Context: an optimization exercise on an open-source flow, tuned for small area and few clock cycles. The choices shown serve that exercise and are no tape-out recipe. Function was checked by simulation only, so behaviour that the tests miss may differ from the original. No activity file was given, so power comes from the tool's default toggle rates.

File: flow/run.sh
#!/bin/bash
# synth_recipe.tcl (not shown) runs the flow's synth.tcl, then flattens the netlist and writes it again
# the make line also repeats each setting of config.mk as NAME=value (left out here)
make -C /OpenROAD-flow-scripts/flow DESIGN_CONFIG=/design/flow/config.mk WORK_HOME=/design/flow/orfs CLKGATE_MAP_FILE= SYNTH_SCRIPT=/design/flow/synth_recipe.tcl finish
File: flow/config.mk
export PLATFORM = sky130hd
export DESIGN_NAME = axi_lite_slave
export DESIGN_NICKNAME = axi_lite_slave
export VERILOG_FILES = /design/flow/design.v
export SDC_FILE = /design/flow/constraint.sdc
export NUM_CORES = 4
export LEC_CHECK = 0
export ABC_AREA = 1
export CAP_MARGIN = 20
export CORE_MARGIN = 2
export CORE_UTILIZATION = 50
export HOLD_SLACK_MARGIN = 0.05
export PLACE_DENSITY = 0.6
export SLEW_MARGIN = 20
File: flow/constraint.sdc
create_clock -name core_clock -period 3.0 [get_ports {aclk}]
set_input_delay 0.6000 -clock core_clock [delete_from_list [all_inputs] [get_ports {aclk}]]
set_output_delay 0.6000 -clock core_clock [all_outputs]
set_load 0.01 [all_outputs]
File: flow/design.v
module axi_lite_slave (
    input  logic        aclk,
    input  logic        aresetn,
    input  logic        awvalid,
    output logic        awready,
    input  logic [31:0] awaddr,
    input  logic        wvalid,
    output logic        wready,
    input  logic [31:0] wdata,
    input  logic [3:0]  wstrb,
    output logic        bvalid,
    input  logic        bready,
    output logic [1:0]  bresp,
    input  logic        arvalid,
    output logic        arready,
    input  logic [31:0] araddr,
    output logic        rvalid,
    input  logic        rready,
    output logic [31:0] rdata,
    output logic [1:0]  rresp
);
logic [31:0] registers [16];
wire [31:0] debug_reg0 = registers[0];
wire [31:0] debug_reg1 = registers[1];
wire [31:0] debug_reg2 = registers[2];
wire [31:0] debug_reg3 = registers[3];
wire [31:0] debug_reg4 = registers[4];
wire [31:0] debug_reg5 = registers[5];
typedef enum logic [1:0] {
    W_IDLE, W_WAIT_DATA, W_RESP
} write_state_t;
write_state_t write_state;
logic [31:0] write_addr_reg;
logic [1:0] bresp_reg;
logic [1:0] rresp_reg;
logic [31:0] rdata_reg;
always_ff @(posedge aclk or negedge aresetn) begin
    if (!aresetn) begin
        write_state <= W_IDLE;
        awready <= 1'b1;        
        wready <= 1'b0;
        bvalid <= 1'b0;
        write_addr_reg <= 32'h0;
        bresp_reg <= 2'b00;     
        for (int i = 0; i < 16; i++) registers[i] <= 32'h0;
    end else begin
        case (write_state)
            W_IDLE: begin
                awready <= 1'b1;
                if (awvalid && awready) begin
                    write_addr_reg <= awaddr;
                    write_state <= W_WAIT_DATA;
                    awready <= 1'b0;
                    wready <= 1'b1;
                    bresp_reg <= (awaddr[5:2] < 16) ? 2'b00 : 2'b10;
                end
            end
            W_WAIT_DATA: begin
                if (wvalid && wready) begin
                    if (write_addr_reg[5:2] < 16) begin
                        for (int i = 0; i < 4; i++) begin
                            if (wstrb[i])
                                registers[write_addr_reg[5:2]][i*8 +: 8] <= wdata[i*8 +: 8];
                        end
                    end
                    write_state <= W_RESP;
                    wready <= 1'b0;
                    bvalid <= 1'b1;
                end
            end 
            W_RESP: begin
                if (bvalid && bready) begin
                    bvalid <= 1'b0;
                    write_state <= W_IDLE;
                end
            end
        endcase
    end
end
always_ff @(posedge aclk or negedge aresetn) begin
    if (!aresetn) begin
        arready <= 1'b1;
        rvalid <= 1'b0;
        rresp_reg <= 2'b00;      
        rdata_reg <= 32'h0;     
    end else begin
        if (arvalid && arready) begin
            rdata_reg <= (araddr[5:2] < 16) ? registers[araddr[5:2]] : 32'hDEADBEEF;
            rresp_reg <= (araddr[5:2] < 16) ? 2'b00 : 2'b10;
            arready <= 1'b0;
            rvalid <= 1'b1;
        end else if (rvalid && rready) begin
            rvalid <= 1'b0;
            arready <= 1'b1;
        end
    end
end
assign bresp = bresp_reg;
assign rresp = rresp_reg;
assign rdata = rdata_reg;
endmodule
==> run notes <==
TritonCTS clock tree=done; CTS Buf Count=60; height of the die=227 um; # rows=81; crit path from=write_state[1]$_DFFE_PN0P_; Clock Tree Root=clkbuf_16; worst slack, placed=0.340 ns; crit-path max FO=16; GR Util met3=0.0338; total power per unit cell area=584 nW/um2; maximum achievable frequency=430 MHz; Int Power=0.0126 W; top post-synthesis cells by area=dfrtp_1 56%, nand2_1 18%, o21ai_0 11%, nand3_1 6.0%, nor2_1 2.3%; Final Cell Area=28200 um2; max-slew violations=0; final core occ=0.576; global-route met1 utilization=0.393; Core ar.=49100 um2; Pleak=14.2 nW; post-synth top area share=0.556; Yosys top cell by area=dfrtp_1; Post-CTS Setup Inserts=0; Final min period=2.33 ns; Post-synth EDFFs=0; 1st-iter DRT viols=2231; NetSw=0.00393 W; RSZ-0062 raised after global routing=false; routing usage on met2=0.460; largest net degree at the start of global routing=81; Hold Startpoint=rdata_reg[31]$_DFFE_PN0P_; Synth cell types=21; Max H-tree Level=2; port bufs=87; slowest stage delay, CP=0.48 ns; Worst-path clk slew=0.06 ns; reg2reg start=write_state[1]$_DFFE_PN0P_; # hold bufs at CTS=1; Max VDD drop=0.442 mV; post-detail-place hpwl=43500 um; combinational share of power=0.071; worst skew pair latency=0.64 ns; max FFs per register=512; clk_skew=0.0184 ns; Die ar.=51600 um2; Synth Instances=3035; Worst Path Required=3.53 ns; Post-synth top flop=dfrtp_1; first-pass detailed-route iteration total=5; Detail Route Antenna Nets=0; share of layout cells above drive strength 1=0.0574; most used routing layer=met2; final setup margin=0.672 ns; Worst-Margin Slew=0.715 ns; CP Cell Sequence=inv_1, ha_1, nand3_4, nor2_4, nand2_1, o21ai_0; R2R setup slack=0.67 ns; most common cell in the synthesized netlist=nand2_1; status=no timing/DRC/antenna violations; dpl cell area=26200 um2; total grt overflow=0; Clock Tree Buf Depth=3; post_cts resized=0; initial antenna violation count=0; Tot GR Track Use=0.280; crit path DAT=2.86 ns; yosys warns=2; CP Class=flip-flop to flip-flop; synthesized area=24900 um2; I/O pins=148; drt drc=0; first-pass GRT wire length=111000 um; vias in the first global route=19700; final antenna diode count=0; Clk pwr share=0.466; Post-synth top cells=1174 x nand2_1, 558 x o21ai_0, 553 x dfrtp_1; Worst slew margin=0.521; Die X=227 um; DR WL/cell=18.7 um; Final Setup Violations=0; final hold vios=0; Initial Util=0.507; Mean Syn Cell Area=8.20 um2; part of the power in registers=0.463; Sw Ratio=0.239; TNS Setup=0 ns; fin crit share=0.776; critical path's slowest cell=nand2_1; flop and latch count out of synthesis=555; Seq/Total Area, Yosys=0.558; maxcap violations=0; CP startpoint kind=flip-flop; Sink Count=555; FFs w/ async S/R, synth=1.00; RePlAce Congestion=0.804; Hold/Removal Path Class=flip-flop to flip-flop; NumNets Final=3160; crit end category=flip-flop; DR vias/cell=5.51; area growth from synthesis to layout=13.4%; routed wire length=70500 um; routed vias=20700
## final cells by class
cell class | count | area [um2]
clock buffers | 85 | 1730
clock inverters | 27 | 337
fillers | 4534 | 20800
inverters | 57 | 214
multi-input cells | 2232 | 9700
flip-flops and latches | 555 | 13900
well taps | 664 | 831
repair buffers | 144 | 1530
## power by group through the flow
stage               clock (W)  sequential [W]  combinational (W)
floorplan                   0         0.00780           0.000437
global placement            0         0.00776            0.00117
detailed placement          0         0.00777            0.00118
CTS                   0.00780         0.00763            0.00118
global route          0.00811         0.00764            0.00127
finish                0.00769         0.00763            0.00117
## metal layers
layer  part of all wire  vias to the layer above
li1                   -                     9881
met1               0.45                    10100
met2               0.47                      674
met3              0.059                      111
met4              0.023                        0
met5                  0                        -
## path summary, 6_finish.rpt
path	cells past startpoint	end
min reg2reg	2	rdata_reg[31]$_DFFE_PN0P_
min in group asynchronous	2	registers[9][31]$_DFFE_PN0P_
min	2	rdata_reg[31]$_DFFE_PN0P_
max reg2reg	6	registers[15][13]$_DFFE_PN0P_
max in group asynchronous	3	rdata_reg[14]$_DFFE_PN0P_
max	6	registers[15][13]$_DFFE_PN0P_
## kinds of logic after synthesis
group	Yosys count	synth area share
fa+ha+maj	3	0.00151
flops	555	0.558
compound gates	591	0.122
simple gates	1634	0.264
other cells	1	0.000151
buf+inv	251	0.0547
## cell usage in the layout, fill, tap and decap left out
cell,n
o21ai_0,558
inv_2,1
buf_12,18
inv_1,56
a21oi_1,1
clkinv_2,13
nor2_1,146
clkbuf_16,61
a31oi_1,1
inv_6,2
bufinv_16,7
ha_1,3
o21bai_1,31
clkbuf_1,13
dfstp_2,2
nand3_1,296
clkdlybuf4s50_1,86
nand2_1,1172
buf_4,38
buf_8,1
clkinv_4,2
nand3_4,1
dlygate4sd3_1,1
nor2_2,6
nand2_2,2
clkbuf_8,11
inv_8,1
nor2_4,10
clkinvlp_4,2
nor3_1,1
dfrtp_1,553
conb_1,4
## through the flow
stage          instances  total power (W)  hold slack (ns)
3_5_place_dp        3651          0.00894            0.465
4_1_cts             3764           0.0166            0.482
6_report            3764           0.0165            0.476
2_1_floorplan       3038          0.00823            0.304
3_3_place_gp        3651          0.00893            0.462
5_1_grt             3764           0.0170            0.495
## critical path, delay by kind of cell, from the launching register on
| family | cells | cell delay (ns) |
|---|---|---|
| adder cells (fa/ha/maj) | 1 | 0.27 |
| AND/OR/NAND/NOR | 3 | 1.10 |
| AO/OA/AOI/OAI | 1 | 0.35 |
| buffers and inverters | 1 | 0.09 |
| flip-flops | 1 | 0.40 |
Testbench counts, summed over its fixed seeds: cycles 32,922.

-- static timing again, ports no longer ideal --
Ports are ideal in the flow. The routed layout listed here was re-timed in OpenROAD.
Step 1: set_driving_cell puts a clkbuf_16 on aclk and a buf_2 on each other input, an assumption about the parent block.
Step 2 also shifts input and output timing later by t, the mid clock arrival at the registers, as if the neighbouring blocks saw the same clock.
Three values: no drivers, after step 1, after step 2; two values: the first two.
t (ns): 0.689
slack for setup (ns): 0.672 / 0.630 / 0.293
worst hold slack (ns): 0.476 / 0.476 / 0.476
After both steps setup and hold are still met in this run. The setup slack of this run moves by -0.042 ns with the drivers and by -0.379 ns with both steps.
